This is an optimization exercise on Yosys and OpenROAD, whose aim is small area, a short achievable clock period and few clock cycles, not a production implementation. Where RTL was checked, it was by simulation tests only, not by an equivalence proof against the original. No functional check of the RTL was part of runs 2 and 5 to 7. Power is estimated from default activity; no workload was simulated.

--- flow/config.mk ---
export PLATFORM = sky130hd
export DESIGN_NAME = alu
export DESIGN_NICKNAME = alu
export VERILOG_FILES = /design/flow/design.v
export SDC_FILE = /design/flow/constraint.sdc
export NUM_CORES = 4
export LEC_CHECK = 0
export ABC_AREA = 1
export CAP_MARGIN = 20
export CORE_MARGIN = 2
export CORE_UTILIZATION = 45
export GPL_ROUTABILITY_DRIVEN = 0
export PLACE_DENSITY = 0.6
export SLEW_MARGIN = 20
--- flow/constraint.sdc ---
create_clock -name core_clock -period 11.0 [get_ports {clk}]
set_input_delay 2.2000 -clock core_clock [delete_from_list [all_inputs] [get_ports {clk}]]
set_output_delay 2.2000 -clock core_clock [all_outputs]
set_load 0.01 [all_outputs]
--- flow/design.v ---
module alu(
    input logic clk,
    input logic rst,
    input logic in_alu,
    input logic[31:0] operand1,
    input logic[31:0] operand2,
    input logic [5:0]operation,
    input logic[5:0]op,
    input logic [4:0]shamt,
    output logic[31:0] result,
    output logic out_alu
);
localparam logic [1:0] ST_IDLE = 2'd0, ST_MUL = 2'd1, ST_DINIT = 2'd2, ST_DIV = 2'd3;
logic [1:0]  st;
logic [4:0]  cnt;
logic [31:0] rem;      
logic [4:0]  bdr;      
logic        swp;      
wire [31:0] A = operand1;
wire [31:0] B = operand2;
wire [3:0]  oc = operation[3:0];
wire op_add = (oc == 4'd13);
wire op_sub = (oc == 4'd1);
wire op_lt  = (oc == 4'd4);
wire op_gt  = (oc == 4'd5);
wire op_eq  = (oc == 4'd6);
wire op_sll = (oc == 4'd2);
wire op_srl = (oc == 4'd3);
wire op_sra = (oc == 4'd7);
wire op_rol = (oc == 4'd8) | (oc == 4'd10);
wire op_ror = (oc == 4'd9);
wire op_mul = (oc == 4'd11);
wire op_div = (oc == 4'd12);
wire op_cmp = op_lt | op_gt | op_eq;
wire idle    = (st == ST_IDLE);
wire s_mul   = (st == ST_MUL);
wire s_dinit = (st == ST_DINIT);
wire s_div   = (st == ST_DIV);
function automatic [7:0] sign_groups(input [31:0] x);
    logic z, o;
    z = ~x[31];
    o = x[31];
    sign_groups[7] = 1'b1;
    for (int g = 6; g >= 0; g--) begin
        z = z & ~(|x[4*g+3 +: 4]);
        o = o & (&x[4*g+3 +: 4]);
        sign_groups[g] = z | o;
    end
endfunction
function automatic [4:0] group_bits(input [31:0] x, input [2:0] g);
    logic [32:0] xe;
    xe = {x, 1'b0};
    group_bits = xe[{g, 2'b00} +: 5];
endfunction
function automatic [7:0] top_group(input [31:0] x, input [7:0] sgn);
    logic [32:0] xe;
    logic [4:0] b;
    logic [2:0] t;
    xe = {x, 1'b0};
    b = 5'd0;
    t = 3'd0;
    for (int g = 0; g < 8; g++)
        if (sgn[g] & ((g == 0) | ~sgn[(g == 0) ? 0 : g-1])) begin
            b = b | xe[4*g +: 5];
            t = t | g[2:0];
        end
    top_group = {t, b};
endfunction
wire [7:0] sga = sign_groups(A);
wire [7:0] sgb = sign_groups(B);
wire [7:0] tga = top_group(A, sga);
wire [7:0] tgb = top_group(B, sgb);
wire       swp_n = |(sga & ~sgb);     
wire [2:0] t0 = swp_n ? tga[7:5] : tgb[7:5];
wire [4:0] bd0 = swp_n ? tga[4:0] : tgb[4:0];
wire [31:0] dsrc  = swp ? A : B;
wire [31:0] mcand = rem;
function automatic [32:0] booth_pp(input [2:0] d, input [31:0] a);
    logic one, two, neg;
    logic [31:0] m;
    one = d[1] ^ d[0];
    two = (d[2] & ~d[1] & ~d[0]) | (~d[2] & d[1] & d[0]);
    neg = d[2];
    m = one ? a : (two ? {a[30:0], 1'b0} : 32'd0);
    booth_pp = {neg, m ^ {32{neg}}};
endfunction
wire [32:0] pplo = booth_pp(bdr[2:0], mcand);
wire [32:0] pphi = booth_pp(bdr[4:2], mcand);
wire [31:0] mx = {result[27:0], 1'b0, pphi[32], 1'b0, pplo[32]};
wire [31:0] my = pplo[31:0];
wire [31:0] mz = {pphi[29:0], 2'b00};
wire [31:0] csa_s = mx ^ my ^ mz;
wire [31:0] csa_c = {(mx[30:0] & my[30:0]) | (mx[30:0] & mz[30:0]) | (my[30:0] & mz[30:0]), 1'b0};
wire do_sub = s_div ? ~rem[31] : (~s_mul & ~op_add);
wire [31:0] ax = s_mul ? csa_s : (s_div ? {rem[30:0], result[31]} : A);
wire [31:0] ay = s_mul ? csa_c : (B ^ {32{do_sub}});
wire [31:0] pp = ax ^ ay;
wire [31:0] gg = ax & ay;
logic [31:0] pg [0:5];
logic [31:0] gl [0:5];
assign gl[0] = {gg[31:1], gg[0] | (pp[0] & do_sub)};
assign pg[0] = {pp[31:1], 1'b0};
genvar lv, bi;
generate for (lv = 0; lv < 5; lv++) begin : g_lv
    for (bi = 0; bi < 32; bi++) begin : g_bi
        if (((bi >> lv) & 1) == 1) begin : g_op
            localparam integer J = ((bi >> lv) << lv) - 1;
            assign gl[lv+1][bi] = gl[lv][bi] | (pg[lv][bi] & gl[lv][J]);
            assign pg[lv+1][bi] = pg[lv][bi] & pg[lv][J];
        end else begin : g_pass
            assign gl[lv+1][bi] = gl[lv][bi];
            assign pg[lv+1][bi] = pg[lv][bi];
        end
    end
end endgenerate
wire [32:0] asum = {gl[5][31], pp ^ {gl[5][30:0], do_sub}};
wire borrow = ~asum[32];             
wire eq = &pp;                       
wire lt = borrow;
wire gt = ~borrow & ~eq;
wire cmp_bit = (op_lt & lt) | (op_gt & gt) | (op_eq & eq);
wire left = s_dinit | op_sll | op_rol;
wire [4:0] samt = s_dinit ? ~cnt : shamt;
wire [4:0] n = left ? (~samt + 5'd1) : samt;
wire [63:0] rr = {A, A} >> n;
wire [31:0] rot = rr[31:0];
logic [31:0] m;
genvar gj;
generate for (gj = 0; gj < 32; gj++) begin : g_mask
    assign m[gj] = left ? (5'(gj) >= samt) : ((6'(gj) + {1'b0, samt}) <= 6'd31);
end endgenerate
wire is_rot = op_rol | op_ror;
wire [31:0] shv = is_rot ? rot : ((rot & m) | (~m & {32{op_sra & A[31]}}));
function automatic [5:0] bitlen(input [31:0] x);
    bitlen = 6'd0;
    for (int j = 0; j < 32; j++) if (x[j]) bitlen = j[5:0] + 6'd1;
endfunction
wire [5:0] sdiff = bitlen(A) - bitlen(B);
logic [31:0] res_n;
logic        out_n;
logic [1:0]  st_n;
logic [4:0]  cnt_n;
always_comb begin
    res_n = asum[31:0];
    out_n = 1'b0;
    st_n  = st;
    cnt_n = cnt - 5'd1;
    case (st)
    ST_IDLE: begin
        out_n = 1'b1;
        if (op_cmp) res_n = {31'd0, cmp_bit};
        else if (op_mul) begin
            res_n = 32'd0;
            out_n = 1'b0;
            st_n = ST_MUL;
            cnt_n = {2'b00, t0};
        end else if (op_div) begin
            res_n = 32'd0;
            out_n = lt;
            st_n = lt ? ST_IDLE : ST_DINIT;
            cnt_n = sdiff[4:0];
        end else if (!(op_add | op_sub)) res_n = shv;
    end
    ST_MUL: begin
        if (cnt[2:0] == 3'd0) begin
            out_n = 1'b1;
            st_n = ST_IDLE;
        end
    end
    ST_DINIT: begin
        res_n = shv;           
        cnt_n = cnt;
        st_n = ST_DIV;
    end
    default: begin
        res_n = {result[30:0], ~asum[31]};
        if (cnt == 5'd0) begin
            out_n = 1'b1;
            st_n = ST_IDLE;
        end
    end
    endcase
end
always_ff @(posedge clk) begin
    result <= res_n;
    cnt <= cnt_n;
    if (idle)         rem <= swp_n ? B : A;
    else if (s_dinit) rem <= rot & ~m;
    else if (s_div)   rem <= asum[31:0];
    bdr <= idle ? bd0 : group_bits(dsrc, cnt[2:0] - 3'd1);
    swp <= idle ? swp_n : swp;
    if (rst | ~in_alu) begin
        st <= ST_IDLE;
        out_alu <= 1'b0;
    end else begin
        st <= st_n;
        out_alu <= out_n;
    end
end
endmodule
--- flow/flow/run.sh ---
#!/bin/bash
export BUFFER_PORTS_ARGS="-buffer_cell sky130_fd_sc_hd__buf_1"
export SETUP_SLACK_MARGIN=5.5
bash standard.sh > standard.log 2>&1
--- flow/standard.sh ---
#!/bin/bash
# synth_recipe.tcl (not shown) runs the flow's synth.tcl, then flattens the netlist and writes it again
# the make line also repeats each setting of config.mk as NAME=value (left out here)
make -C /OpenROAD-flow-scripts/flow DESIGN_CONFIG=/design/flow/config.mk WORK_HOME=/design/flow/orfs CLKGATE_MAP_FILE= SYNTH_SCRIPT=/design/flow/synth_recipe.tcl "${@:-finish}"
==> results.cfg, run 1 <==
[status]
status = complete, no violations

[floorplan]
core_area_um2 = 30590
chipWidth_um = 180.3
initial_utilization = 0.4574
io_pins = 117
fp.dieArea_um2 = 32520
rows = 64
fp.dieH_um = 180.3

[route]
via_per_inst = 6.303
drc = 0
postRouteAntennaNets = 0
post_drt_wl_per_cell_um = 23.55
dr_wl_met3_mm = 8.983
top_layer_used = met4
totalWireLength_mm = 66.81
wl_met1_mm = 25.60
route.met2.wl_mm = 27.20
first_pass_iters = 9
drt_iter0_drc = 3030
vias = 17880

[grt]
grt_pass1_wl_mm = 97.56
grt_pass1_vias = 15930
overflow = 0
grt_usage = 0.3915
antenna_found_initial = 0
grt_max_degree = 74

[timing]
finClkSkew_ns = 0.008785
worst_pin_slew_ns = 1.069
fmaxAchievable_ghz = 0.1820
slew_violations = 0
setup_viol = 0
timing.final.crit_share = 0.4994
relSlewSlack = 0.2854
rsz0062_at_grt = yes
fin_crit_ns = 5.493
tns_ns = 0
finalHoldViolCount = 0

[cells_and_area]
antennaDiodeCount = 0
instances_no_fill = 2837
fillers = 3234
utilization = 0.5246
area_growth_pct = 14.69
layout-drive-gt1-share = 0.1139
nets = 2602

[clocking]
root_buffer = clkbuf_16
cts_tree = built
cts-buffers-inserted = 9
cts-htree-levels = 3
clk-insertion-delay-late_ns = 0.36
clk_pin_slew_ns = 0.07
cts_hold_buffers = 0
cts_sinks = 78
cts_buffer_depth = 2

[placement]
dp_hpwl_mm = 50.65
io_buffers = 108
dp_cells = 2773

[setup_path]
start_kind = input pin
cp_max_fo = 7
path_class = input pin to flop
crit_chain = buf_12 -> nor2_4 -> inv_2 -> o21ai_4 -> o21ai_4 -> buf_12 -> buf_4 -> inv_6 -> nand2_1 -> nand3_1 -> o21ai_2 -> inv_1 -> ha_1 -> a21oi_2 -> o21bai_1 -> a21oi_2 -> o21ai_4 -> a211oi_2 -> o21ai_2 -> a21o_1 -> or2_2 -> nand2_2 -> o21ai_2 -> a21oi_2
worstPathRequired_ns = 11.30
cp_data_arrival_time_ns = 5.79
cp_slowest_cell = or2_2
cp-end-kind = flop
crit_path_max_incr_delay_ns = 0.29

[flow_run]
max_cap_viol_count = 0

[synthesis]
synth-warning-count = 3
yosysSeqAreaShare = 0.1388
synthCells = 2376
synth-main-ff-cell = dfxtp_1
async_flop_share = 0
synth_edf_count = 38
syn-num-nets = 2542
yosys.cell_types.count = 63
synth_area_um2 = 13990
syn_area_per_cell_um2 = 5.889
synth_seq_cells = 78

[power]
p_leak_nw = 7.225
powerDensity_nw_per_um2 = 136.5
ir_drop_mv = 0.09618

[worst_hold_path]
hp-class = flop to flop
[logic make-up after synthesis]
family	synth area share
flops	0.1388
xor+xnor	0.05687
simple gates	0.2670
mux	0.0007154
compound gates	0.3078
fa+ha+maj	0.09157
buf+inv	0.1373
[final timing paths]
check | startpoint | to | slack [ns] | depth (start not counted)
max | operation[1] | result[31] | 5.51 | 24
min | result[29] | result[30] | 0.50 | 2
max reg2reg | bdr[2] | rem[27] | 5.72 | 27
min reg2reg | result[29] | result[30] | 0.50 | 2
[worst max-delay path: cells and delay by family]
kind                       cells  cell delay (ns)
AOI/OAI and AO/OA             12             1.83
adders and majority gates      1             0.28
and+or+nand+nor                5             0.75
buffers and inverters          6             0.69
[where the power goes]
| group | switching (mW) | internal [mW] |
|---|---|---|
| clock network | 0.140 | 0.203 |
| logic | 0.926 | 0.476 |
| registers | 0.0793 | 0.367 |
| total | 1.15 | 1.05 |
[through the flow]
step	power, mW	instance area, um^2	setup WS, ns	hold WS [ns]
5_1_grt	2.316	16050	5.375	0.5390
6_report	2.191	16050	5.507	0.4988
4_1_cts	2.055	15250	5.463	0.5020
3_3_place_gp	1.663	14540	4.041	0.4901
2_1_floorplan	1.280	14050	5.460	0.5077
3_5_place_dp	1.679	14540	4.005	0.4865
[area by class of cell]
class / count / area [um^2] / share of cell area
multi-input cells: 1813 / 10700 / 0.6668
flip-flops and latches: 78 / 1944 / 0.1212
inverters: 355 / 1429 / 0.08904
repair buffers: 176 / 1119 / 0.06970
well taps: 396 / 495.5 / 0.03087
clock buffers: 11 / 275.3 / 0.01715
clock inverters: 5 / 52.55 / 0.003275
repair inverters: 3 / 32.53 / 0.002027
[repair_timing]
item | 4_1_cts | 5_1_grt
resized for setup | 67 | 173
pin swaps | 13 | 52
endpoints found under the setup margin | 69 | 67
cloned | 4 | 1
setup buffers | 7 | 36
[cell usage in the layout (no fill, tap or decap), types with 8 or more instances in the layout]
cell       instances
a21oi_1          161
a21oi_2           14
a221oi_1          10
a31oi_1           20
buf_1             85
buf_4             60
clkbuf_16         11
clkbuf_2          13
dfxtp_1           38
edfxtp_1          38
fa_1              30
ha_1              40
ha_4               8
inv_1            312
inv_2             24
nand2_1          488
nand2_2           15
nand3_1          124
nand3b_1          16
nand4_1            9
nor2_1           175
nor3_1            20
o211ai_1          37
o21a_1            17
o21ai_0          148
o21ai_1          138
o21ai_2           25
o221ai_1          13
o22ai_1           99
o31ai_1           10
or2_1              8
or2_2              8
xnor2_1            8
xor2_1            76
[Yosys cell counts, types with 37 or more instances]
master / count / area share
o21ai_0: 180 / 0.064
edfxtp_1: 38 / 0.082
dfxtp_1: 40 / 0.057
o211ai_1: 37 / 0.020
xor2_1: 80 / 0.050
inv_1: 332 / 0.089
a21oi_1: 176 / 0.063
clkbuf_1: 85 / 0.023
o22ai_1: 99 / 0.044
nand2_1: 503 / 0.13
ha_1: 48 / 0.043
o21ai_1: 129 / 0.046
nor2_1: 183 / 0.049
nand3_1: 132 / 0.047
[registers in the layout (all words and copies together) (netlist names)]
signal	cells
bdr	5
cnt	5
out_alu	1
rem	32
result	32
st	2
swp	1
[routing by layer]
metal  vias to the layer above  track usage
li1                       8132            -
met1                      8208       0.5152
met2                      1272       0.5750
met3                       269       0.1059
met4                         0       0.2226
met5                         -      0.01333
Testbench counts, summed over its fixed seeds: cycles 4,604.
==> run 2, diff against run 1 <==
--- a/flow/design.v
+++ b/flow/design.v
@@ -75,2 +75,3 @@
 wire [4:0] bd0 = swp_n ? tga[4:0] : tgb[4:0];
+wire       mul_zero = ~(|A) | ~(|B);
 wire [31:0] dsrc  = swp ? A : B;
@@ -153,4 +154,4 @@
             res_n = 32'd0;
-            out_n = 1'b0;
-            st_n = ST_MUL;
+            out_n = mul_zero;
+            st_n = mul_zero ? ST_IDLE : ST_MUL;
             cnt_n = {2'b00, t0};
--- a/flow/config.mk
+++ b/flow/config.mk
@@ -10,4 +10,3 @@
 export CORE_MARGIN = 2
-export CORE_UTILIZATION = 45
-export GPL_ROUTABILITY_DRIVEN = 0
+export CORE_UTILIZATION = 40
 export PLACE_DENSITY = 0.6
==> results.cfg, run 2 <==
[status]
status = complete, no violations

[synthesis]
synthTopCellsByArea = nand2_1 (15%), inv_1 (8.9%), edfxtp_1 (8.2%)
synthTopCellsByCount = nand2_1 (546), inv_1 (331), nor2_1 (173)
yosysSeqAreaShare = 0.1387
synth_seq_cells = 78
synth_top_area_frac = 0.1464
yosys.area.top_type = nand2_1
synth_edf_count = 38
syn_area_per_cell_um2 = 5.836
yosys.cell_types.count = 63
synthCells = 2399
syn-num-nets = 2565
synth.most_common_cell = nand2_1
async_flop_share = 0
synth-warning-count = 3
synth-main-ff-cell = dfxtp_1
synth_area_um2 = 14000

[setup_path]
path_class = input pin to flop
cp-end-kind = flop
worstPathRequired_ns = 11.30
start_kind = input pin
cp_max_fo = 17
cp_data_arrival_time_ns = 6.02

[floorplan]
core_area_um2 = 34540
chipWidth_um = 191.1
fp.dieH_um = 191.1
initial_utilization = 0.4053
rows = 68
io_pins = 117
fp.dieArea_um2 = 36520

[clocking]
cts_hold_buffers = 0
cts-htree-levels = 3
root_buffer = clkbuf_16
cts-buffers-inserted = 9
clk-insertion-delay-late_ns = 0.39
cts_tree = built
cts_buffer_depth = 2
cts_sinks = 78
clk_pin_slew_ns = 0.07

[flow_run]
max_cap_viol_count = 0

[power]
sw_frac_of_total = 0.5321
power_switching_mw = 1.069
clockPowerShare = 0.158
internal-power_mw = 0.9396
p_leak_nw = 7.340
ir_drop_mv = 0.1262
powerDensity_nw_per_um2 = 123.6
pwr-share-seq = 0.215
combPwrFrac = 0.627

[grt]
grt_max_degree = 71
overflow = 0
grt_pass1_wl_mm = 106.7
antenna_found_initial = 2
grt_pass1_vias = 16230
grt_usage = 0.3992

[timing]
timing.final.crit_share = 0.5196
finalHoldViolCount = 0
relSlewSlack = 0.2666
rsz0062_at_grt = yes
fin_crit_ns = 5.716
setup_viol = 0
finClkSkew_ns = 0.01603
fmaxAchievable_ghz = 0.1750
tns_ns = 0
worst_pin_slew_ns = 1.089
slew_violations = 0

[cells_and_area]
area_growth_pct = 16.00
final_common_cell = nand2_1
instances_no_fill = 2947
layout-drive-gt1-share = 0.1273
top_regs = rem x32, result x32
final_cell_mix = nand2_1 (524), inv_1 (315), o21ai_1 (183)
nets = 2651
fillers = 3795

[route]
drc = 0
first_pass_iters = 6
post_drt_wl_per_cell_um = 25.19
vias = 18120
drt_iter0_drc = 2802
postRouteAntennaNets = 0
totalWireLength_mm = 74.23
via_per_inst = 6.147

[worst_hold_path]
hp-class = flop to flop

[placement]
dp_cells = 2865
io_buffers = 108
routabilityCongestion = 1.052
dp_hpwl_mm = 55.94
## run 2: cell count changes after synthesis, moves of 7 or more
cell,change
o21a_1,-8
nor2_1,-10
o21ai_0,-33
or2_1,-7
inv_2,+28
o21ai_1,+43
a21oi_1,-8
nand2_1,+43
## run 2: final timing paths
check	startpoint	end	slack (ns)	cells past startpoint
setup / recovery	operation[1]	result[17]	5.28	23
hold / removal	result[28]	result[29]	0.48	2
setup reg to reg	bdr[2]	result[17]	5.38	23
hold reg to reg	result[28]	result[29]	0.48	2
## run 2: logic make-up (layout without fill, tap and decap cells)
| logic type | Yosys count | after routing | synth area share |
|---|---|---|---|
| flip-flops | 78 | 78 | 0.1387 |
| other | 0 | 2 | 0 |
| AO/OA/AOI/OAI | 724 | 725 | 0.2983 |
| XOR/XNOR | 87 | 87 | 0.05442 |
| buffers and inverters | 507 | 595 | 0.1428 |
| adder cells (fa/ha/maj) | 82 | 82 | 0.09151 |
| AND/OR/NAND/NOR | 920 | 922 | 0.2735 |
| multiplexers | 1 | 1 | 0.0007150 |
## run 2: critical path: stages
cell       delay, ns
buf_8           0.11
nor2_4          0.11
inv_2           0.06
o21ai_4         0.22
o21ai_4         0.10
buf_4           0.16
bufbuf_16       0.28
nand2_1         0.06
a32oi_1         0.12
ha_1            0.40
a21oi_2         0.15
nand2_2         0.08
nand2_2         0.06
o211ai_1        0.17
a21boi_4        0.23
o21ai_4         0.10
buf_4           0.15
fa_2            0.35
xnor2_2         0.15
nor2_1          0.19
nor2_1          0.07
a311o_1         0.35
a21oi_2         0.15
## run 2: metrics by stage
stage	cell area (um^2)	setup WS (ns)	hold slack [ns]	power (mW)	util
after floorplan	14080	5.223	0.5077	1.157	-
after global placement	14730	3.593	0.4724	1.545	0.4263
after detailed placement	14730	3.498	0.4787	1.546	0.4263
after CTS	15590	5.442	0.4909	1.900	0.4513
after global routing	16240	5.137	0.5331	2.120	0.4700
final	16240	5.284	0.4849	2.008	0.4702
## run 2: power by group through the flow
stage               clock [mW]  sequential, mW  combinational (mW)
floorplan                    0           0.409               0.748
global placement             0           0.435                1.11
detailed placement           0           0.435                1.11
CTS                      0.314           0.428                1.16
global route             0.321           0.434                1.36
finish                   0.317           0.432                1.26
## run 2: layout make-up
class	count	area, um^2	share of cell area
Tap cell	455	569.3	0.03505
Sequential cell	78	1944	0.1197
Timing Repair inverter	2	16.27	0.001002
Antenna cell	2	5.005	0.0003082
Timing Repair Buffer	198	1246	0.07673
Multi-Input combinational cell	1817	10690	0.6584
Clock buffer	10	239.0	0.01471
Clock inverter	6	46.29	0.002851
Inverter	379	1481	0.09122
## run 2: timing repair
action | in CTS | in global routing
setup endpoints to repair | 66 | 65
gates cloned | 3 | 3
setup buffers | 33 | 25
pin swaps | 26 | 29
endpoints found under the hold margin | 0 | 0
gates resized for setup | 72 | 120
## run 2: per-layer routing
metal	vias to the layer above	track usage	wire length (um)
met2	1181	0.5904	30920
met3	232	0.06811	8343
met1	8500	0.5466	30050
met5	-	0	0
li1	8203	-	-
met4	0	0.2249	4918
==> run 3, diff against run 2 <==
--- a/flow/design.v
+++ b/flow/design.v
@@ -75,3 +75,2 @@
 wire [4:0] bd0 = swp_n ? tga[4:0] : tgb[4:0];
-wire       mul_zero = ~(|A) | ~(|B);
 wire [31:0] dsrc  = swp ? A : B;
@@ -154,4 +153,4 @@
             res_n = 32'd0;
-            out_n = mul_zero;
-            st_n = mul_zero ? ST_IDLE : ST_MUL;
+            out_n = 1'b0;
+            st_n = ST_MUL;
             cnt_n = {2'b00, t0};
==> flow/flow/run.sh (replaced) <==
#!/bin/bash
# The standard layout (standard.sh: unchanged synthesis, steps and
# constraints); only the cell used to buffer each input and output port is
# chosen here (a plain buffer instead of the default delay buffer).
export BUFFER_PORTS_ARGS="-buffer_cell sky130_fd_sc_hd__buf_1"
bash standard.sh > standard.log 2>&1
--- a/flow/config.mk
+++ b/flow/config.mk
@@ -12,2 +12,3 @@
 export PLACE_DENSITY = 0.6
+export SETUP_SLACK_MARGIN = 5
 export SLEW_MARGIN = 20
==> results.cfg, run 3 <==
[worst_hold_path]
min_path_cells = 2
worstHoldEndpoint = result[31]
worstHoldStart = result[30]
hp-class = flop to flop

[setup_path]
cp-end-kind = flop
crit_start = operation[0]
cp.depth = 26
cpMostUsedCell = inv_2
path_class = input pin to flop
r2r-end = rem[23]
cp_data_arrival_time_ns = 6.08
worst-r2r-setup-slack_ns = 5.19
reg2regPathDepth = 20
rr_startpoint = st[0]
cp_num_buf_inv = 8
cp_top_family = compound AO/OA/AOI/OAI gates
cp_slowest_cell = nor2_2
worstPathRequired_ns = 11.24
start_kind = input pin
crit_path_max_incr_delay_ns = 0.36
cp_max_fo = 11

[clocking]
cts_hold_buffers = 0
cts-buffers-inserted = 9
cts_sinks = 78
cts_buffer_depth = 2
clk-insertion-delay-late_ns = 0.36
cts-htree-levels = 3
clk_pin_slew_ns = 0.07
root_buffer = clkbuf_16
cts_tree = built

[power]
powerDensity_nw_per_um2 = 137.4
ir_drop_mv = 0.09028
p_leak_nw = 6.971

[floorplan]
io_pins = 117
chipWidth_um = 191.0
rows = 68
fp.dieArea_um2 = 36490
core_area_um2 = 34460
fp.dieH_um = 191.0
initial_utilization = 0.4061

[route]
first_pass_iters = 6
drt_iter0_drc = 2565
vias = 17610
drc = 0
via_per_inst = 6.108
totalWireLength_mm = 70.09
post_drt_wl_per_cell_um = 24.31
postRouteAntennaNets = 0

[cells_and_area]
fillers = 3752
layout-drive-gt1-share = 0.06960
nets = 2589
top_regs = rem x32, result x32
regArea_um2 = 1944
multi_input_area_um2 = 10370
antennaDiodeCount = 0
area_growth_pct = 10.41
instances_no_fill = 2883
final_common_cell = nand2_1
final_cell_mix = nand2_1 (501), inv_1 (325), nor2_1 (180)

[timing]
finalHoldViolCount = 0
timing.final.crit_share = 0.5307
slew_violations = 0
finClkSkew_ns = 0.009784
worst_pin_slew_ns = 1.138
setup_viol = 0
fmaxAchievable_ghz = 0.1713
tns_ns = 0
relSlewSlack = 0.2403
fin_crit_ns = 5.838
rsz0062_at_grt = yes

[grt]
grt_pass1_vias = 15580
antenna_found_initial = 1
grt_pass1_wl_mm = 100.3
grt_usage = 0.3740
grt_max_degree = 82
overflow = 0

[placement]
dp_cells = 2840
io_buffers = 108
routabilityCongestion = 1.030
dp_hpwl_mm = 54.54

[synthesis]
yosys.area.top_type = nand2_1
synthTopCellsByCount = nand2_1 (503), inv_1 (332), nor2_1 (183)
synth_seq_cells = 78
synth_edf_count = 38
synthCells = 2376
synthTopCellsByArea = nand2_1 (13%), inv_1 (8.9%), edfxtp_1 (8.2%)
syn-num-nets = 2542
synth-main-ff-cell = dfxtp_1
synth.most_common_cell = nand2_1
syn_area_per_cell_um2 = 5.889
async_flop_share = 0
synth-warning-count = 3
yosysSeqAreaShare = 0.1388
synth_area_um2 = 13990
yosys.cell_types.count = 63
synth_top_area_frac = 0.1349

[flow_run]
max_cap_viol_count = 0

[status]
status = complete, no violations
run 3: layout make-up:
cell class | count | share of cell area
multi-input combinational | 1814 | 0.6715
sequential | 78 | 0.1259
inverter | 355 | 0.08763
timing repair buffer | 163 | 0.05734
tap | 455 | 0.03685
clock buffer | 11 | 0.01506
clock inverter | 5 | 0.004778
timing repair inverter | 2 | 0.0009719
run 3: cells by family after synthesis:
family,count (synthesis),share of synthesized area
buffers and inverters,485,0.1373
adders and majority gates,82,0.09157
DFF,78,0.1388
and+or+nand+nor,896,0.2670
muxes,1,0.0007154
AOI/OAI and AO/OA,744,0.3078
xor gates and xnor gates,90,0.05687
run 3: worst max path at each step:
stage	endpoint	slack (ns)
3_3_place_gp	result[0]	3.44
2_1_floorplan	rem[22]	5.18
5_1_grt	rem[23]	4.96
3_5_place_dp	result[0]	3.43
4_1_cts	result[28]	5.02
6_report	result[0]	5.16
run 3: worst register-to-register path, stage by stage, from the launching register on:
cell,delay (ns)
dfxtp_1,0.30
buf_4,0.26
inv_2,0.33
buf_4,0.45
nand2_4,0.31
inv_4,0.44
or2_1,0.17
o21a_2,0.29
inv_1,0.21
ha_1,0.29
inv_1,0.13
nor2_1,0.07
inv_1,0.15
nand2_1,0.15
xor2_4,0.42
inv_4,0.27
o21ai_0,0.30
inv_1,0.09
o21ai_0,0.45
nand3_1,0.36
o211ai_1,0.20
run 3: through the flow:
stage | util | total power [mW] | cell area (um^2) | worst slack (ns) | hold slack [ns]
floorplan | - | 1.276 | 13990 | 5.183 | 0.5077
global placement | 0.4248 | 1.689 | 14640 | 3.444 | 0.4865
detailed placement | 0.4248 | 1.698 | 14640 | 3.431 | 0.4964
CTS | 0.4369 | 2.048 | 15060 | 5.022 | 0.5106
global route | 0.4483 | 2.254 | 15450 | 4.964 | 0.5430
finish | 0.4483 | 2.123 | 15450 | 5.162 | 0.5050
run 3: power by group:
part           switching [mW]  internal, mW
clock network           0.137         0.198
registers              0.0785         0.367
logic                   0.903         0.440
run 3: layer usage:
metal	GRT usage	wire length, um
met1	0.4996	28600
met2	0.5552	29390
met3	0.08298	7738
met4	0.2072	4350
met5	0	13
run 3: repair_timing:
item | 4_1_cts | 5_1_grt
pin swaps | 4 | 14
setup buffers | 5 | 18
gates resized for setup | 21 | 61
cloned | 1 | 3
endpoints found under the setup margin | 61 | 67
Testbench counts of run 3, summed over its fixed seeds: cycles 4,604.
==> run 4, diff against run 3 <==
--- a/flow/flow/run.sh
+++ b/flow/flow/run.sh
@@ -4,3 +4,3 @@
 # chosen here (a plain buffer instead of the default delay buffer).
-export BUFFER_PORTS_ARGS="-buffer_cell sky130_fd_sc_hd__buf_1"
+export BUFFER_PORTS_ARGS="-buffer_cell sky130_fd_sc_hd__buf_2"
 bash standard.sh > standard.log 2>&1
==> results.cfg, run 4 <==
[status]
status = complete, no violations

[setup_path]
worstPathRequired_ns = 11.19
start_kind = input pin
cp_max_fo = 32
path_class = input pin to flop
rr_startpoint = bdr[2]
crit_start = shamt[3]
cp_data_arrival_time_ns = 6.10
cp-end-kind = flop

[placement]
io_buffers = 108
dp_hpwl_mm = 55.50
postPlaceCellArea_um2 = 14710
routabilityCongestion = 1.006

[grt]
antenna_found_initial = 0
overflow = 0
grt_pass1_vias = 16120
grt_max_degree = 74
grt_usage = 0.3850
grt_pass1_wl_mm = 103.6

[worst_hold_path]
hp-class = flop to flop
worstHoldStart = result[29]

[timing]
rsz0062_at_grt = yes
worst_pin_slew_ns = 1.158
finalHoldViolCount = 0
relSlewSlack = 0.2270
fmaxAchievable_ghz = 0.1693
slew_violations = 0
fin_crit_ns = 5.908
tns_ns = 0
setup_viol = 0
timing.final.crit_share = 0.5371
finClkSkew_ns = 0.01553

[route]
vias = 17490
post_drt_wl_per_cell_um = 24.88
via_per_inst = 6.091
drt_iter0_drc = 2374
drc = 0
postRouteAntennaNets = 0
totalWireLength_mm = 71.45
first_pass_iters = 6

[synthesis]
syn-num-nets = 2542
synth-simple-area-share = 0.2670
async_flop_share = 0
synth-main-ff-cell = dfxtp_1
yosysSeqAreaShare = 0.1388
synthTopCellsByCount = nand2_1 (503), inv_1 (332), nor2_1 (183)
synth_fa_ha_area_frac = 0.09157
synth-warning-count = 3
synth.most_common_cell = nand2_1
yosys.area.top_type = nand2_1
synth_area_um2 = 13990
synth_edf_count = 38
synth_xor_area_frac = 0.05687
synthCells = 2376
synth_mux_area_frac = 0.0007154
yosys.cell_types.count = 63
synth_top_family_by_area = compound AO/OA/AOI/OAI gates
synthTopCellsByArea = nand2_1 (13%), inv_1 (8.9%), edfxtp_1 (8.2%)
synth_seq_cells = 78
synth-compound-area-share = 0.3078
synth_top_area_frac = 0.1349
syn_area_per_cell_um2 = 5.889

[clocking]
clk_pin_slew_ns = 0.06
cts_buffer_depth = 2
clk-insertion-delay-late_ns = 0.37
cts-htree-levels = 3
cts_sinks = 78
root_buffer = clkbuf_16
cts-buffers-inserted = 9
cts_tree = built
cts_hold_buffers = 0

[power]
p_leak_nw = 7.187
powerDensity_nw_per_um2 = 135.5
ir_drop_mv = 0.08641

[floorplan]
initial_utilization = 0.4061
chipWidth_um = 191.0
core_area_um2 = 34460
rows = 68
fp.dieArea_um2 = 36490
fp.dieH_um = 191.0
io_pins = 117

[cells_and_area]
area_growth_pct = 10.37
final_common_cell = nand2_1
final_area_um2 = 15440
final_cell_mix = nand2_1 (500), inv_1 (325), nor2_1 (179)
utilization = 0.4482
fillers = 3816
nets = 2578
antennaDiodeCount = 0
top_regs = rem x32, result x32
layout-drive-gt1-share = 0.1084

[flow_run]
max_cap_viol_count = 0
run 4: cell types whose count changed in the layout (fill, tap and decap cells not counted), moves of 3 or more:
| cell | delta |
|---|---|
| buf_2 | +107 |
| buf_1 | -101 |
| buf_4 | -9 |
| clkbuf_2 | -6 |
| a21oi_1 | -4 |
| a21oi_2 | +4 |
| o21ai_0 | +3 |
| o21ai_1 | -3 |
run 4: what timing repair did:
item	4_1_cts	5_1_grt
gates resized for setup	19	46
buffers inserted	3	17
pin swaps	3	13
endpoints found under the setup margin	60	50
gates cloned	1	3
run 4: final cells by class:
class,instances,area (um^2),area share
clock buffer,15,267.8,0.01734
clock inverter,1,5.005,0.0003241
inverter,355,1359,0.08798
multi-input combinational,1813,10350,0.6700
sequential,78,1944,0.1259
tap,455,569.3,0.03686
timing repair buffer,153,938.4,0.06076
timing repair inverter,2,12.51,0.0008102
run 4: power by group:
| part | switching, mW | total, mW | internal (mW) | leakage (nW) |
|---|---|---|---|---|
| clock | 0.135 | 0.301 | 0.166 | 0.134 |
| combinational | 0.902 | 1.35 | 0.445 | 6.32 |
| sequential | 0.0779 | 0.445 | 0.367 | 0.736 |
run 4: cells by family (layout without fill, tap and decap cells):
group	Yosys count	count (layout)
multiplexers	1	1
flip-flops	78	78
XOR/XNOR	90	90
adder cells (fa/ha/maj)	82	82
AND/OR/NAND/NOR	896	896
AO/OA/AOI/OAI	744	744
buffers and inverters	485	526
run 4: per-layer routing:
layer,track usage,part of all wire
met3,0.06921,0.10
met5,0,0
met4,0.2227,0.063
met2,0.5785,0.42
met1,0.5150,0.41
run 4: worst max-delay path, cell delays in order:
cell and delay (ns):
buf_2 0.12, or2_1 0.23, o21ai_2 0.21, inv_2 0.26
nor2_1 0.34, inv_1 0.11, nor2_1 0.30, ha_1 0.31
o21ai_2 0.18, buf_4 0.34, clkinvlp_2 0.56, o21ai_1 0.59
nand3_1 0.18, o211ai_1 0.15
run 4: per-stage QoR:
step | cells | total power [mW] | hold slack (ns) | worst slack (ns)
detailed placement | 2832 | 1.704 | 0.4922 | 3.404
CTS | 2852 | 2.020 | 0.5051 | 4.990
global route | 2872 | 2.231 | 0.5202 | 4.888
global placement | 2832 | 1.696 | 0.4907 | 3.430
finish | 2872 | 2.093 | 0.5018 | 5.092
floorplan | 2376 | 1.276 | 0.5077 | 5.183
run 4: path summary, 6_finish.rpt:
kind	endpoint	slack [ns]	depth (start not counted)
worst max register to register	result[31]	5.26	22
worst min-delay path	result[30]	0.50	2
worst min register to register	result[30]	0.50	2
worst max-delay path	rem[12]	5.09	14
==> run 5, diff against run 4 <==
--- a/flow/design.v
+++ b/flow/design.v
@@ -12,3 +12,3 @@
 );
-localparam logic [1:0] ST_IDLE = 2'd0, ST_MUL = 2'd1, ST_DINIT = 2'd2, ST_DIV = 2'd3;
+localparam logic [1:0] ST_IDLE = 2'd0, ST_MUL = 2'd1, ST_DIV1 = 2'd2, ST_DIV = 2'd3;
 logic [1:0]  st;
@@ -36,3 +36,3 @@
 wire s_mul   = (st == ST_MUL);
-wire s_dinit = (st == ST_DINIT);
+wire s_div1  = (st == ST_DIV1);
 wire s_div   = (st == ST_DIV);
@@ -94,3 +94,3 @@
 wire do_sub = s_div ? ~rem[31] : (~s_mul & ~op_add);
-wire [31:0] ax = s_mul ? csa_s : (s_div ? {rem[30:0], result[31]} : A);
+wire [31:0] ax = s_mul ? csa_s : (s_div ? {rem[30:0], result[31]} : (s_div1 ? shv : A));
 wire [31:0] ay = s_mul ? csa_c : (B ^ {32{do_sub}});
@@ -121,6 +121,7 @@
 wire cmp_bit = (op_lt & lt) | (op_gt & gt) | (op_eq & eq);
-wire left = s_dinit | op_sll | op_rol;
-wire [4:0] samt = s_dinit ? ~cnt : shamt;
+wire [31:0] sa = s_div1 ? rem : A;
+wire left = op_sll | op_rol;
+wire [4:0] samt = s_div1 ? cnt : shamt;
 wire [4:0] n = left ? (~samt + 5'd1) : samt;
-wire [63:0] rr = {A, A} >> n;
+wire [63:0] rr = {sa, sa} >> n;
 wire [31:0] rot = rr[31:0];
@@ -159,3 +160,3 @@
             out_n = lt;
-            st_n = lt ? ST_IDLE : ST_DINIT;
+            st_n = lt ? ST_IDLE : ST_DIV1;
             cnt_n = sdiff[4:0];
@@ -169,6 +170,8 @@
     end
-    ST_DINIT: begin
-        res_n = shv;           
-        cnt_n = cnt;
-        st_n = ST_DIV;
+    ST_DIV1: begin
+        res_n = (rot & ~m) | {31'd0, ~asum[31]};
+        if (cnt == 5'd0) begin
+            out_n = 1'b1;
+            st_n = ST_IDLE;
+        end else st_n = ST_DIV;
     end
@@ -186,5 +189,4 @@
     cnt <= cnt_n;
-    if (idle)         rem <= swp_n ? B : A;
-    else if (s_dinit) rem <= rot & ~m;
-    else if (s_div)   rem <= asum[31:0];
+    if (idle)         rem <= (swp_n & op_mul) ? B : A;
+    else if (~s_mul)  rem <= asum[31:0];
     bdr <= idle ? bd0 : group_bits(dsrc, cnt[2:0] - 3'd1);
==> flow/run.sh (new file) <==
#!/bin/bash
# synth_recipe.tcl (not shown) runs the flow's synth.tcl, then flattens the netlist and writes it again
# the make line also repeats each setting of config.mk as NAME=value (left out here)
make -C /OpenROAD-flow-scripts/flow DESIGN_CONFIG=/design/flow/config.mk WORK_HOME=/design/flow/orfs CLKGATE_MAP_FILE= SYNTH_SCRIPT=/design/flow/synth_recipe.tcl finish
removed: flow/flow/run.sh
removed: flow/standard.sh
==> results.cfg, run 5 <==
[timing]
tns_ns = 0
worst_pin_slew_ns = 1.088
finalHoldViolCount = 0
slew_violations = 0
rsz0062_at_grt = yes
setup_viol = 0
timing.final.crit_share = 0.6317
relSlewSlack = 0.2736
fin_crit_ns = 6.948
finClkSkew_ns = 0.01761
fmaxAchievable_ghz = 0.1439

[cells_and_area]
antennaDiodeCount = 0
final_cell_mix = nand2_1 (601), inv_1 (246), o21ai_0 (159)
utilization = 0.5279
layout-drive-gt1-share = 0.1975
instances_no_fill = 3069
nets = 2769
area_growth_pct = 30.39
final_common_cell = nand2_1
top_regs = rem x32, result x32

[setup_path]
cp_slowest_cell = fa_2
cp_data_arrival_time_ns = 7.05
cpMostUsedCell = o21ai_4
crit_path_max_incr_delay_ns = 0.37
cp_max_fo = 5
path_class = input pin to flop
worstPathRequired_ns = 11.10
cp-end-kind = flop
start_kind = input pin

[floorplan]
io_pins = 117
rows = 69
core_area_um2 = 35480
initial_utilization = 0.4048
fp.dieArea_um2 = 37440
fp.dieH_um = 193.5
chipWidth_um = 193.5

[route]
vias = 18580
first_pass_iters = 8
totalWireLength_mm = 71.71
drc = 0
post_drt_wl_per_cell_um = 23.36
drt_iter0_drc = 2075
postRouteAntennaNets = 0
via_per_inst = 6.054

[placement]
dp_cells = 2904
io_buffers = 108
routabilityCongestion = 1.016
dp_hpwl_mm = 54.26

[clocking]
cts_sinks = 78
cts_buffer_depth = 2
cts_tree = built
cts-buffers-inserted = 9
cts-htree-levels = 3
clk_pin_slew_ns = 0.07
clk-insertion-delay-late_ns = 0.38
cts_hold_buffers = 0
root_buffer = clkbuf_16

[worst_hold_path]
hp-class = flop to flop

[power]
sw_frac_of_total = 0.5068
pwr-share-seq = 0.182
finalPower_mw = 2.415
p_leak_nw = 8.437
combPwrFrac = 0.681
internal-power_mw = 1.191
power_switching_mw = 1.224
clockPowerShare = 0.137
ir_drop_mv = 0.07654
powerDensity_nw_per_um2 = 129.0

[synthesis]
syn-num-nets = 2604
synth_top_area_frac = 0.1670
syn_area_per_cell_um2 = 5.892
async_flop_share = 0
yosys.cell_types.count = 59
synthTopCellsByArea = nand2_1 (17%), o21ai_0 (7.6%), inv_1 (7.4%)
synth-main-ff-cell = dfxtp_1
yosys.area.top_type = nand2_1
synthTopCellsByCount = nand2_1 (639), inv_1 (282), o21ai_0 (219)
synth_edf_count = 33
synthCells = 2438
yosysSeqAreaShare = 0.1317
synth_seq_cells = 78
synth_area_um2 = 14370
synth.most_common_cell = nand2_1
synth-warning-count = 3

[grt]
grt_usage = 0.3644
grt_max_degree = 118
antenna_found_initial = 0
grt_pass1_vias = 16730
overflow = 0
grt_pass1_wl_mm = 104.2

[status]
status = complete, no violations

[flow_run]
max_cap_viol_count = 0
[run 5: cell count changes in the layout (fill, tap and decap cells not counted), sizes merged, moves of 33 or more]
| cell | delta |
|---|---|
| o21ai | +81 |
| inv | -46 |
| clkdlybuf4s50 | +77 |
| nand2 | +137 |
| buf | +33 |
| a21oi | -66 |
| nor2 | -44 |
[run 5: kinds of logic after synthesis]
family	synth area share
flip-flops	0.1317
AND/OR/NAND/NOR	0.2753
multiplexers	0.01742
adder cells (fa/ha/maj)	0.08919
AO/OA/AOI/OAI	0.3095
XOR/XNOR	0.05418
buffers and inverters	0.1227
[run 5: routing by layer]
metal,global-route usage,routed length [um]
met1,0.4886,29180
met2,0.5634,31000
met3,0.06590,7487
met4,0.1781,4041
met5,0,0
[run 5: final timing paths]
check	start	to	slack, ns	cells after the start
hold reg to reg	result[30]	result[31]	0.49	2
setup reg to reg	st[1]	rem[27]	4.12	39
setup / recovery	shamt[1]	rem[27]	4.05	38
hold / removal	result[30]	result[31]	0.49	2
[run 5: power by group through the flow]
stage / logic (mW) / registers [mW] / clock network (mW)
after floorplan: 0.852 / 0.413 / 0
after global placement: 1.27 / 0.439 / 0
after detailed placement: 1.28 / 0.439 / 0
after CTS: 1.46 / 0.435 / 0.332
after global routing: 1.77 / 0.443 / 0.340
final: 1.65 / 0.439 / 0.331
[run 5: metrics by stage]
stage                     cell area (um^2)  setup WS (ns)  hold WS (ns)
after floorplan                      14540          4.354        0.5064
after global placement               15830          1.806        0.4681
after detailed placement             15830          1.753        0.4803
after CTS                            17660          4.153        0.4922
after global routing                 18730          3.932        0.5187
final                                18730          4.052        0.4886
[run 5: what timing repair did]
action	4_1_cts	5_1_grt
pin swaps	74	77
setup buffers	86	57
setup endpoints to repair	66	65
gates cloned	6	0
gates resized for setup	279	167
[run 5: area by class of cell]
type                    count  area [um^2]
fillers                  3675        16750
flip-flops and latches     78         1894
multi-input cells        1920        12030
clock buffers              13        270.3
inverters                 306         1236
repair buffers            286         2661
well taps                 461        576.8
repair inverters            2        21.27
clock inverters             3        42.54
[run 5: worst max-delay path, delay by kind of cell]
kind | cells | cell delay (ns)
simple gates | 13 | 1.11
buf+inv | 9 | 0.95
fa+ha+maj | 3 | 1.08
compound gates | 13 | 1.70
==> run 6, diff against run 5 <==
--- a/flow/design.v
+++ b/flow/design.v
@@ -12,3 +12,3 @@
 );
-localparam logic [1:0] ST_IDLE = 2'd0, ST_MUL = 2'd1, ST_DIV1 = 2'd2, ST_DIV = 2'd3;
+localparam logic [1:0] ST_IDLE = 2'd0, ST_MUL = 2'd1, ST_DINIT = 2'd2, ST_DIV = 2'd3;
 logic [1:0]  st;
@@ -36,3 +36,3 @@
 wire s_mul   = (st == ST_MUL);
-wire s_div1  = (st == ST_DIV1);
+wire s_dinit = (st == ST_DINIT);
 wire s_div   = (st == ST_DIV);
@@ -94,3 +94,3 @@
 wire do_sub = s_div ? ~rem[31] : (~s_mul & ~op_add);
-wire [31:0] ax = s_mul ? csa_s : (s_div ? {rem[30:0], result[31]} : (s_div1 ? shv : A));
+wire [31:0] ax = s_mul ? csa_s : (s_div ? {rem[30:0], result[31]} : A);
 wire [31:0] ay = s_mul ? csa_c : (B ^ {32{do_sub}});
@@ -121,7 +121,6 @@
 wire cmp_bit = (op_lt & lt) | (op_gt & gt) | (op_eq & eq);
-wire [31:0] sa = s_div1 ? rem : A;
-wire left = op_sll | op_rol;
-wire [4:0] samt = s_div1 ? cnt : shamt;
+wire left = s_dinit | op_sll | op_rol;
+wire [4:0] samt = s_dinit ? ~cnt : shamt;
 wire [4:0] n = left ? (~samt + 5'd1) : samt;
-wire [63:0] rr = {sa, sa} >> n;
+wire [63:0] rr = {A, A} >> n;
 wire [31:0] rot = rr[31:0];
@@ -134,7 +133,26 @@
 wire [31:0] shv = is_rot ? rot : ((rot & m) | (~m & {32{op_sra & A[31]}}));
-function automatic [5:0] bitlen(input [31:0] x);
-    bitlen = 6'd0;
-    for (int j = 0; j < 32; j++) if (x[j]) bitlen = j[5:0] + 6'd1;
-endfunction
-wire [5:0] sdiff = bitlen(A) - bitlen(B);
+function automatic [4:0] lead_pos(input [31:0] x);
+    logic [15:0] v1; logic [15:0] p1;
+    logic [7:0]  v2; logic [15:0] p2;
+    logic [3:0]  v3; logic [11:0] p3;
+    logic [1:0]  v4; logic [7:0]  p4;
+    for (int i = 0; i < 16; i++) begin
+        v1[i] = x[2*i+1] | x[2*i];
+        p1[i] = x[2*i+1];
+    end
+    for (int i = 0; i < 8; i++) begin
+        v2[i] = v1[2*i+1] | v1[2*i];
+        p2[2*i +: 2] = v1[2*i+1] ? {1'b1, p1[2*i+1]} : {1'b0, p1[2*i]};
+    end
+    for (int i = 0; i < 4; i++) begin
+        v3[i] = v2[2*i+1] | v2[2*i];
+        p3[3*i +: 3] = v2[2*i+1] ? {1'b1, p2[2*(2*i+1) +: 2]} : {1'b0, p2[2*(2*i) +: 2]};
+    end
+    for (int i = 0; i < 2; i++) begin
+        v4[i] = v3[2*i+1] | v3[2*i];
+        p4[4*i +: 4] = v3[2*i+1] ? {1'b1, p3[3*(2*i+1) +: 3]} : {1'b0, p3[3*(2*i) +: 3]};
+    end
+    lead_pos = v4[1] ? {1'b1, p4[7:4]} : {1'b0, p4[3:0]};
+endfunction
+wire [4:0] sdiff = lead_pos(A) - lead_pos(B);
 logic [31:0] res_n;
@@ -160,3 +178,3 @@
             out_n = lt;
-            st_n = lt ? ST_IDLE : ST_DIV1;
+            st_n = lt ? ST_IDLE : ST_DINIT;
             cnt_n = sdiff[4:0];
@@ -170,8 +188,6 @@
     end
-    ST_DIV1: begin
-        res_n = (rot & ~m) | {31'd0, ~asum[31]};
-        if (cnt == 5'd0) begin
-            out_n = 1'b1;
-            st_n = ST_IDLE;
-        end else st_n = ST_DIV;
+    ST_DINIT: begin
+        res_n = shv;           
+        cnt_n = cnt;
+        st_n = ST_DIV;
     end
@@ -189,4 +205,5 @@
     cnt <= cnt_n;
-    if (idle)         rem <= (swp_n & op_mul) ? B : A;
-    else if (~s_mul)  rem <= asum[31:0];
+    if (idle)         rem <= swp_n ? B : A;
+    else if (s_dinit) rem <= rot & ~m;
+    else if (s_div)   rem <= asum[31:0];
     bdr <= idle ? bd0 : group_bits(dsrc, cnt[2:0] - 3'd1);
==> flow/flow/run.sh (new file) <==
#!/bin/bash
export BUFFER_PORTS_ARGS="-buffer_cell sky130_fd_sc_hd__buf_1"
export SETUP_SLACK_MARGIN=5.5
bash standard.sh > standard.log 2>&1
==> flow/standard.sh (new file) <==
#!/bin/bash
# synth_recipe.tcl (not shown) runs the flow's synth.tcl, then flattens the netlist and writes it again
# the make line also repeats each setting of config.mk as NAME=value (left out here)
make -C /OpenROAD-flow-scripts/flow DESIGN_CONFIG=/design/flow/config.mk WORK_HOME=/design/flow/orfs CLKGATE_MAP_FILE= SYNTH_SCRIPT=/design/flow/synth_recipe.tcl "${@:-finish}"
--- a/flow/config.mk
+++ b/flow/config.mk
@@ -12,3 +12,2 @@
 export PLACE_DENSITY = 0.6
-export SETUP_SLACK_MARGIN = 5
 export SLEW_MARGIN = 20
removed: flow/run.sh
==> results.cfg, run 6 <==
[grt]
grtUsageMet1 = 0.5694
grt_pass1_wl_mm = 117.2
met3_usage = 0.08303
antenna_found_initial = 4
overflow = 0
grt_use_met2 = 0.6196
grt_busiest_layer = met2
grt_usage = 0.4189
grt_max_degree = 76
grt_pass1_vias = 17050

[route]
vias = 19250
via_per_inst = 6.239
first_pass_iters = 8
post_drt_wl_per_cell_um = 26.54
postRouteAntennaNets = 0
drt_iter0_drc = 2632
totalWireLength_mm = 81.89
drc = 0

[synthesis]
synthCells = 2581
synth-warning-count = 3
yosysSeqAreaShare = 0.1320
syn_area_per_cell_um2 = 5.698
synth_edf_count = 38
synth_area_um2 = 14710
syn-num-nets = 2747
yosys.cell_types.count = 53
synth.most_common_cell = nand2_1
synthTopCellsByCount = nand2_1 (689), nand3_1 (473), inv_1 (279)
synth_top_area_frac = 0.1759
synth_seq_cells = 78
synthTopCellsByArea = nand2_1 (18%), nand3_1 (16%), edfxtp_1 (7.8%)
async_flop_share = 0
yosys.area.top_type = nand2_1
synth-main-ff-cell = dfxtp_1

[flow_run]
max_cap_viol_count = 0

[worst_hold_path]
min_path_cells = 2
worstHoldEndpoint = result[29]
hp-class = flop to flop
worstHoldStart = result[28]

[setup_path]
cp_num_buf_inv = 2
path_class = input pin to flop
cpMostUsedCell = nor2_1
cp-end-kind = flop
cp_top_family = simple AND/OR/NAND/NOR gates
cp_max_fo = 45
r2r-end = result[9]
crit_path_max_incr_delay_ns = 0.75
worstPathRequired_ns = 11.11
crit_chain = buf_1 -> inv_1 -> nor2_1 -> nand3_1 -> nor2_1 -> nand4_1 -> nand2_2 -> nand3_2 -> nand2_4 -> a21oi_1 -> o21ai_1 -> nand2_1
rr_startpoint = st[0]
cp_slowest_cell = buf_1
reg2regPathDepth = 20
cp_data_arrival_time_ns = 5.63
start_kind = input pin
worst-r2r-setup-slack_ns = 5.63

[cells_and_area]
top_regs = rem x32, result x32
final_cell_mix = nand2_1 (680), nand3_1 (465), inv_1 (272)
final_common_cell = nand2_1
fillers = 4083
layout-drive-gt1-share = 0.06646
antennaDiodeCount = 0
nets = 2779
area_growth_pct = 9.418

[clocking]
clk-insertion-delay-late_ns = 0.38
cts_tree = built
cts_buffer_depth = 2
cts_sinks = 78
root_buffer = clkbuf_16
clk_pin_slew_ns = 0.07
cts-htree-levels = 3
cts_hold_buffers = 0
cts-buffers-inserted = 9

[placement]
dp_hpwl_mm = 63.39
routabilityCongestion = 1.026
io_buffers = 108

[timing]
finClkSkew_ns = 0.01677
fin_crit_ns = 5.515
fmaxAchievable_ghz = 0.1813
rsz0062_at_grt = yes
worst_pin_slew_ns = 1.040
slew_violations = 0
setup_viol = 0
finalHoldViolCount = 0
relSlewSlack = 0.3069
tns_ns = 0
timing.final.crit_share = 0.5014

[floorplan]
chipWidth_um = 195.7
initial_utilization = 0.4036
rows = 70
fp.dieH_um = 195.7
fp.dieArea_um2 = 38320
core_area_um2 = 36430
io_pins = 117

[status]
status = complete, no violations

[power]
finalPower_mw = 2.619
ir_drop_mv = 0.1201
powerDensity_nw_per_um2 = 162.8
p_leak_nw = 7.731
[run 6: worst max-delay path by stage]
stage | start | endpoint | cells after the start
after floorplan | operation[0] | rem[17] | 25
after global placement | operation[0] | rem[17] | 25
after detailed placement | operation[0] | rem[17] | 25
after CTS | operation[0] | rem[17] | 25
after global routing | operation[1] | rem[17] | 25
final | operand1[26] | rem[29] | 12
[run 6: worst register-to-register path: cells and delay by family, from the launching register on]
kind | cells | cell delay (ns)
buffers and inverters | 6 | 2.29
xor gates and xnor gates | 1 | 0.16
and+or+nand+nor | 5 | 0.68
DFF | 1 | 0.34
AOI/OAI and AO/OA | 6 | 1.14
adders and majority gates | 2 | 0.71
[run 6: through the flow]
step | setup slack [ns] | util | instances | hold slack [ns] | instance area (um^2)
4_1_cts | 5.502 | 0.4300 | 3062 | 0.4784 | 15670
2_1_floorplan | 5.451 | - | 2581 | 0.5042 | 14760
5_1_grt | 5.410 | 0.4417 | 3086 | 0.5034 | 16090
3_3_place_gp | 4.116 | 0.4183 | 3042 | 0.4634 | 15240
3_5_place_dp | 4.027 | 0.4183 | 3042 | 0.4612 | 15240
6_report | 5.485 | 0.4417 | 3086 | 0.4765 | 16090
[run 6: report_power, final]
group | switching [mW] | internal, mW
Combinational | 1.23 | 0.562
Clock | 0.155 | 0.184
Sequential | 0.100 | 0.385
[run 6: area by class of cell]
| cell class | count | area, um^2 | area share |
|---|---|---|---|
| multi-input cells | 2070 | 11230 | 0.6976 |
| flip-flops and latches | 78 | 1943 | 0.1208 |
| inverters | 296 | 1146 | 0.07122 |
| repair buffers | 157 | 882.1 | 0.05482 |
| well taps | 468 | 585.6 | 0.03639 |
| clock buffers | 12 | 246.5 | 0.01532 |
| clock inverters | 4 | 53.80 | 0.003343 |
| repair inverters | 1 | 8.758 | 0.0005443 |
[run 6: routing by layer]
metal  vias up  routed length [um]  part of all wire
met2      1272               33910              0.41
met3       213                9349              0.11
met5         -                  26           0.00032
met4         4                5227             0.064
li1       8728                   -                 -
met1      9036               33380              0.41
[run 6: what timing repair did]
action | 4_1_cts | 5_1_grt
resized for setup | 20 | 50
endpoints found under the setup margin | 63 | 49
setup buffers | 3 | 22
cloned | 1 | 2
pin swaps | 4 | 15
[run 6: logic make-up (layout without fill, tap and decap cells)]
logic type,count (synthesis),count (layout),synth area share
AOI/OAI and AO/OA,491,491,0.1908
xor gates and xnor gates,78,78,0.04645
adders and majority gates,82,82,0.08712
buffers and inverters,433,470,0.1222
DFF,78,78,0.1320
and+or+nand+nor,1419,1419,0.4214
==> run 7, diff against run 6 <==
--- a/flow/design.v
+++ b/flow/design.v
@@ -93,3 +93,3 @@
 wire [31:0] csa_c = {(mx[30:0] & my[30:0]) | (mx[30:0] & mz[30:0]) | (my[30:0] & mz[30:0]), 1'b0};
-wire do_sub = s_div ? ~rem[31] : (~s_mul & ~op_add);
+wire do_sub = s_div ? ~rem[31] : (~s_mul & ~(oc[3] & oc[0]));
 wire [31:0] ax = s_mul ? csa_s : (s_div ? {rem[30:0], result[31]} : A);
==> results.cfg, run 7 <==
[synthesis]
synthTopCellsByCount = nand2_1 (700), nand3_1 (506), inv_1 (283)
synth_edf_count = 38
synthTopCellsByArea = nand2_1 (18%), nand3_1 (17%), edfxtp_1 (7.7%)
yosys.cell_types.count = 59
yosysSeqAreaShare = 0.1308
synth_seq_cells = 78
syn-num-nets = 2792
synth.most_common_cell = nand2_1
synth-main-ff-cell = dfxtp_1
synthCells = 2626
synth_top_area_frac = 0.1769
synth-warning-count = 3
synth_area_um2 = 14850
async_flop_share = 0
syn_area_per_cell_um2 = 5.655
yosys.area.top_type = nand2_1

[placement]
routabilityCongestion = 1.024
io_buffers = 108
dp_hpwl_mm = 62.57

[flow_run]
max_cap_viol_count = 0

[clocking]
cts_buffer_depth = 2
cts-buffers-inserted = 9
cts_sinks = 78
cts_hold_buffers = 0
clk-insertion-delay-late_ns = 0.38
root_buffer = clkbuf_16
cts-htree-levels = 3
clk_pin_slew_ns = 0.06
cts_tree = built

[grt]
overflow = 0
grt_pass1_vias = 17460
grt_max_degree = 62
grt_pass1_wl_mm = 117.5
antenna_found_initial = 5
grt_usage = 0.4168

[floorplan]
rows = 70
core_area_um2 = 36610
initial_utilization = 0.4056
io_pins = 117
fp.dieH_um = 196.7
chipWidth_um = 196.7
fp.dieArea_um2 = 38680

[power]
ir_drop_mv = 0.09275
p_leak_nw = 7.880
powerDensity_nw_per_um2 = 144.5

[cells_and_area]
antennaDiodeCount = 0
final_common_cell = nand2_1
nets = 2828
top_regs = rem x32, result x32
final_cell_mix = nand2_1 (692), nand3_1 (506), inv_1 (279)
utilization = 0.4413
area_growth_pct = 8.796
layout-drive-gt1-share = 0.06337

[timing]
timing.hold.ws_ns = 0.4963
fmaxAchievable_ghz = 0.1792
fin_crit_ns = 5.580
relSlewSlack = 0.3511
slew_violations = 0
finClkSkew_ns = 0.02050
finalHoldViolCount = 0
timing.final.crit_share = 0.5072
tns_ns = 0
setup_viol = 0
worst_pin_slew_ns = 0.9733
rsz0062_at_grt = yes

[setup_path]
worst-r2r-setup-slack_ns = 5.56
path_class = input pin to flop
worstPathRequired_ns = 11.24
cp_max_fo = 6
start_kind = input pin
cp_data_arrival_time_ns = 5.82
cp-end-kind = flop

[worst_hold_path]
hp-class = flop to flop

[route]
postRouteAntennaNets = 0
via_per_inst = 6.227
first_pass_iters = 6
drc = 0
totalWireLength_mm = 82.18
post_drt_wl_per_cell_um = 26.21
vias = 19520
drt_iter0_drc = 3035

[status]
status = complete, no violations
[run 7: changes by cell type in the layout (fill, tap and decap cells not counted), sizes merged, moves of 7 or more]
cell	delta
a21oi	+17
nand2	+10
nand3	+34
nand4	+11
nor2	+7
o21ai	-16
[run 7: cell families (layout without fill, tap and decap cells)]
group	Yosys count	in the layout	synth area share
AND/OR/NAND/NOR	1475	1476	0.4352
AO/OA/AOI/OAI	475	476	0.1803
buffers and inverters	436	475	0.1198
adder cells (fa/ha/maj)	82	82	0.08628
XOR/XNOR	80	80	0.04769
flip-flops	78	78	0.1308
[run 7: where the power goes]
part | total, mW | internal (mW) | switching, mW
clock network | 0.344 | 0.182 | 0.162
registers | 0.466 | 0.373 | 0.0926
logic | 1.52 | 0.478 | 1.05
[run 7: area by class of cell]
class,count,area (um^2)
Multi-Input combinational cell,2114,11330
Clock buffer,9,225.2
Inverter,298,1146
Timing Repair inverter,1,8.758
Clock inverter,7,88.84
Fill cell,4104,20450
Timing Repair Buffer,160,824.5
Sequential cell,78,1943
Tap cell,468,585.6
[run 7: per-stage QoR]
| stage | cells | cell area (um^2) | power, mW | worst slack [ns] |
|---|---|---|---|---|
| final | 3135 | 16160 | 2.334 | 5.420 |
| after detailed placement | 3094 | 15460 | 1.904 | 3.802 |
| after CTS | 3121 | 15960 | 2.262 | 5.470 |
| after floorplan | 2626 | 14880 | 1.418 | 5.511 |
| after global placement | 3094 | 15460 | 1.885 | 3.847 |
| after global routing | 3135 | 16160 | 2.481 | 5.295 |
[run 7: what timing repair did]
item                       4_1_cts  5_1_grt
gates cloned                     3        0
pin swaps                        4        9
setup endpoints to repair       67       43
resized for setup               21       28
buffers inserted                 8       14
[run 7: path summary, 6_finish.rpt]
path         depth (start not counted)          from    endpoint
min reg2reg                          2    result[29]  result[30]
min                                  2    result[29]  result[30]
max reg2reg                         21         st[0]   result[0]
max                                 15  operand1[25]   result[0]
[run 7: per-layer routing]
| layer | track usage | routed length [um] | vias up |
|---|---|---|---|
| li1 | - | - | 8870 |
| met3 | 0.07803 | 9745 | 252 |
| met2 | 0.6292 | 34550 | 1296 |
| met4 | 0.2322 | 5567 | 8 |
| met5 | 0 | 48 | - |
| met1 | 0.5596 | 32260 | 9096 |
[run 7: critical path, stage by stage]
cell      delay [ns]
buf_1           0.58
inv_1           0.50
a221oi_1        0.40
ha_1            0.24
nand2_1         0.08
inv_1           0.13
nand3_1         0.22
nor3_2          0.37
nand2_1         0.21
nor3b_2         0.33
nor2_1          0.07
nand2_1         0.07
nand3_1         0.07
a21oi_1         0.24
a21oi_1         0.10
==> run 8, diff against run 7 <==
--- a/flow/design.v
+++ b/flow/design.v
@@ -75,2 +75,3 @@
 wire [4:0] bd0 = swp_n ? tga[4:0] : tgb[4:0];
+wire       mul_zero = ~(|A) | ~(|B);
 wire [31:0] dsrc  = swp ? A : B;
@@ -93,3 +94,3 @@
 wire [31:0] csa_c = {(mx[30:0] & my[30:0]) | (mx[30:0] & mz[30:0]) | (my[30:0] & mz[30:0]), 1'b0};
-wire do_sub = s_div ? ~rem[31] : (~s_mul & ~(oc[3] & oc[0]));
+wire do_sub = s_div ? ~rem[31] : (~s_mul & ~op_add);
 wire [31:0] ax = s_mul ? csa_s : (s_div ? {rem[30:0], result[31]} : A);
@@ -172,9 +173,9 @@
             res_n = 32'd0;
-            out_n = 1'b0;
-            st_n = ST_MUL;
+            out_n = mul_zero;
+            st_n = mul_zero ? ST_IDLE : ST_MUL;
             cnt_n = {2'b00, t0};
         end else if (op_div) begin
-            res_n = 32'd0;
-            out_n = lt;
-            st_n = lt ? ST_IDLE : ST_DINIT;
+            res_n = {31'd0, ~lt};
+            out_n = lt | (sdiff == 5'd0);
+            st_n = out_n ? ST_IDLE : ST_DINIT;
             cnt_n = sdiff[4:0];
==> flow/flow/run.sh (replaced) <==
#!/bin/bash
# The standard layout (standard.sh: unchanged synthesis, steps and
# constraints); only the cell used to buffer each input and output port is
# chosen here (a plain buffer instead of the default delay buffer).
export BUFFER_PORTS_ARGS="-buffer_cell sky130_fd_sc_hd__buf_1"
bash standard.sh > standard.log 2>&1
--- a/flow/config.mk
+++ b/flow/config.mk
@@ -12,2 +12,3 @@
 export PLACE_DENSITY = 0.6
+export SETUP_SLACK_MARGIN = 5
 export SLEW_MARGIN = 20
==> results.cfg, run 8 <==
[clocking]
clk_pin_slew_ns = 0.07
cts_hold_buffers = 0
cts_tree = built
clk-insertion-delay-late_ns = 0.38
cts-htree-levels = 3
cts-buffers-inserted = 9
root_buffer = clkbuf_16

[floorplan]
fp.dieH_um = 195.5
core_area_um2 = 36350
rows = 70
initial_utilization = 0.4035
io_pins = 117

[setup_path]
rr_startpoint = st[0]
crit_start = operation[0]
cp_slowest_cell = fa_2
cp_max_fo = 16
path_class = input pin to flop
r2r-end = rem[9]
cp-end-kind = flop
reg2regPathDepth = 21
crit_path_max_incr_delay_ns = 0.38
start_kind = input pin
worstPathRequired_ns = 11.26

[timing]
rsz0062_at_grt = no
relSlewSlack = 0.1866
slew_violations = 0
finalHoldViolCount = 0
fmaxAchievable_ghz = 0.1709
worst_pin_slew_ns = 1.211
timing.final.crit_share = 0.5319
setup_viol = 0
finClkSkew_ns = 0.01306

[power]
p_leak_nw = 7.607
powerDensity_nw_per_um2 = 141.2
ir_drop_mv = 0.08492

[synthesis]
syn_area_per_cell_um2 = 5.669
synthCells = 2587
synth_edf_count = 38
yosys.area.top_type = nand2_1
yosysSeqAreaShare = 0.1324
synthTopCellsByArea = nand2_1 (19%), nand3_1 (13%), edfxtp_1 (7.8%)
synth-warning-count = 3
synthTopCellsByCount = nand2_1 (728), nand3_1 (394), inv_1 (272)
async_flop_share = 0

[cells_and_area]
layout-drive-gt1-share = 0.05410
utilization = 0.4358
final_cell_mix = nand2_1 (723), nand3_1 (393), inv_1 (269)
area_growth_pct = 8.010
fillers = 4061
final_common_cell = nand2_1
top_regs = rem x32, result x32

[route]
drc = 0
first_pass_iters = 6
postRouteAntennaNets = 0
via_per_inst = 6.227
drt_iter0_drc = 2923
totalWireLength_mm = 78.20
vias = 19270

[grt]
overflow = 0
grt_max_degree = 83
grt_pass1_vias = 17000
grt_pass1_wl_mm = 112.0
grt_usage = 0.3990

[worst_hold_path]
worstHoldEndpoint = result[11]
hp-class = flop to flop
min_path_cells = 2

[flow_run]
max_cap_viol_count = 0

[placement]
dp_hpwl_mm = 60.72
routabilityCongestion = 1.068
io_buffers = 108

[status]
status = complete, no violations
==> run 8: critical path: cells and delay by family <==
family / cells / cell delay, ns
fa+ha+maj: 3 / 1.14
simple gates: 11 / 1.06
buf+inv: 10 / 0.99
compound gates: 4 / 0.51
xor+xnor: 1 / 0.20
==> run 8: cell type report <==
class	count	area [um^2]	share of cell area
repair buffers	154	840.8	0.05308
clock inverters	7	62.56	0.003949
diodes	1	2.502	0.0001580
multi-input cells	2088	11090	0.7000
inverters	289	1092	0.06895
flip-flops and latches	78	1943	0.1227
well taps	468	585.6	0.03696
clock buffers	9	225.2	0.01422
==> run 8: how the worst max path moves through the flow <==
stage / end / slack (ns) / cells after the start
6_report: result[17] / 5.15 / 29
5_1_grt: result[17] / 5.00 / 29
4_1_cts: result[17] / 5.01 / 29
3_5_place_dp: result[17] / 3.52 / 29
3_3_place_gp: result[17] / 3.65 / 29
2_1_floorplan: result[17] / 5.09 / 28
==> run 8: logic make-up (layout without fill, tap and decap cells) <==
| group | count (synthesis) | in the layout | synth area share |
|---|---|---|---|
| and+or+nand+nor | 1407 | 1407 | 0.4127 |
| AOI/OAI and AO/OA | 516 | 516 | 0.1988 |
| buffers and inverters | 421 | 459 | 0.1179 |
| xor gates and xnor gates | 83 | 83 | 0.05084 |
| adders and majority gates | 82 | 82 | 0.08736 |
| DFF | 78 | 78 | 0.1324 |
| other | 0 | 1 | 0 |
==> run 8: where the power goes <==
part           switching (mW)  leakage (nW)  internal [mW]
Sequential             0.0814         0.738          0.372
Combinational            1.01          6.74          0.458
Clock                   0.160         0.133          0.158
Total                    1.25          7.61          0.988
==> run 8: metrics by stage <==
| step | instances | area (um^2) | total power [mW] | worst slack (ns) | hold slack, ns |
|---|---|---|---|---|---|
| 2_1_floorplan | 2587 | 14670 | 1.373 | 5.086 | 0.5077 |
| 3_3_place_gp | 3062 | 15270 | 1.824 | 3.647 | 0.5001 |
| 3_5_place_dp | 3062 | 15270 | 1.839 | 3.521 | 0.5070 |
| 4_1_cts | 3083 | 15670 | 2.169 | 5.015 | 0.5203 |
| 5_1_grt | 3093 | 15840 | 2.373 | 5.004 | 0.5411 |
| 6_report | 3094 | 15840 | 2.238 | 5.149 | 0.5226 |
==> run 8: routing by layer <==
| layer | up-vias | track usage | share of wire |
|---|---|---|---|
| li1 | 8724 | - | - |
| met4 | 16 | 0.2443 | 0.070 |
| met3 | 245 | 0.08463 | 0.13 |
| met1 | 8885 | 0.5346 | 0.39 |
| met2 | 1397 | 0.5839 | 0.41 |
| met5 | - | 0.01149 | 0.0019 |
==> run 8: repair_timing <==
| item | CTS | global route |
|---|---|---|
| pin swaps | 3 | 4 |
| buffers inserted | 4 | 8 |
| endpoints found under the setup margin | 54 | 34 |
| gates cloned | 1 | 2 |
| gates resized for setup | 16 | 12 |
Testbench counts of run 8, summed over its fixed seeds: cycles 4,436.
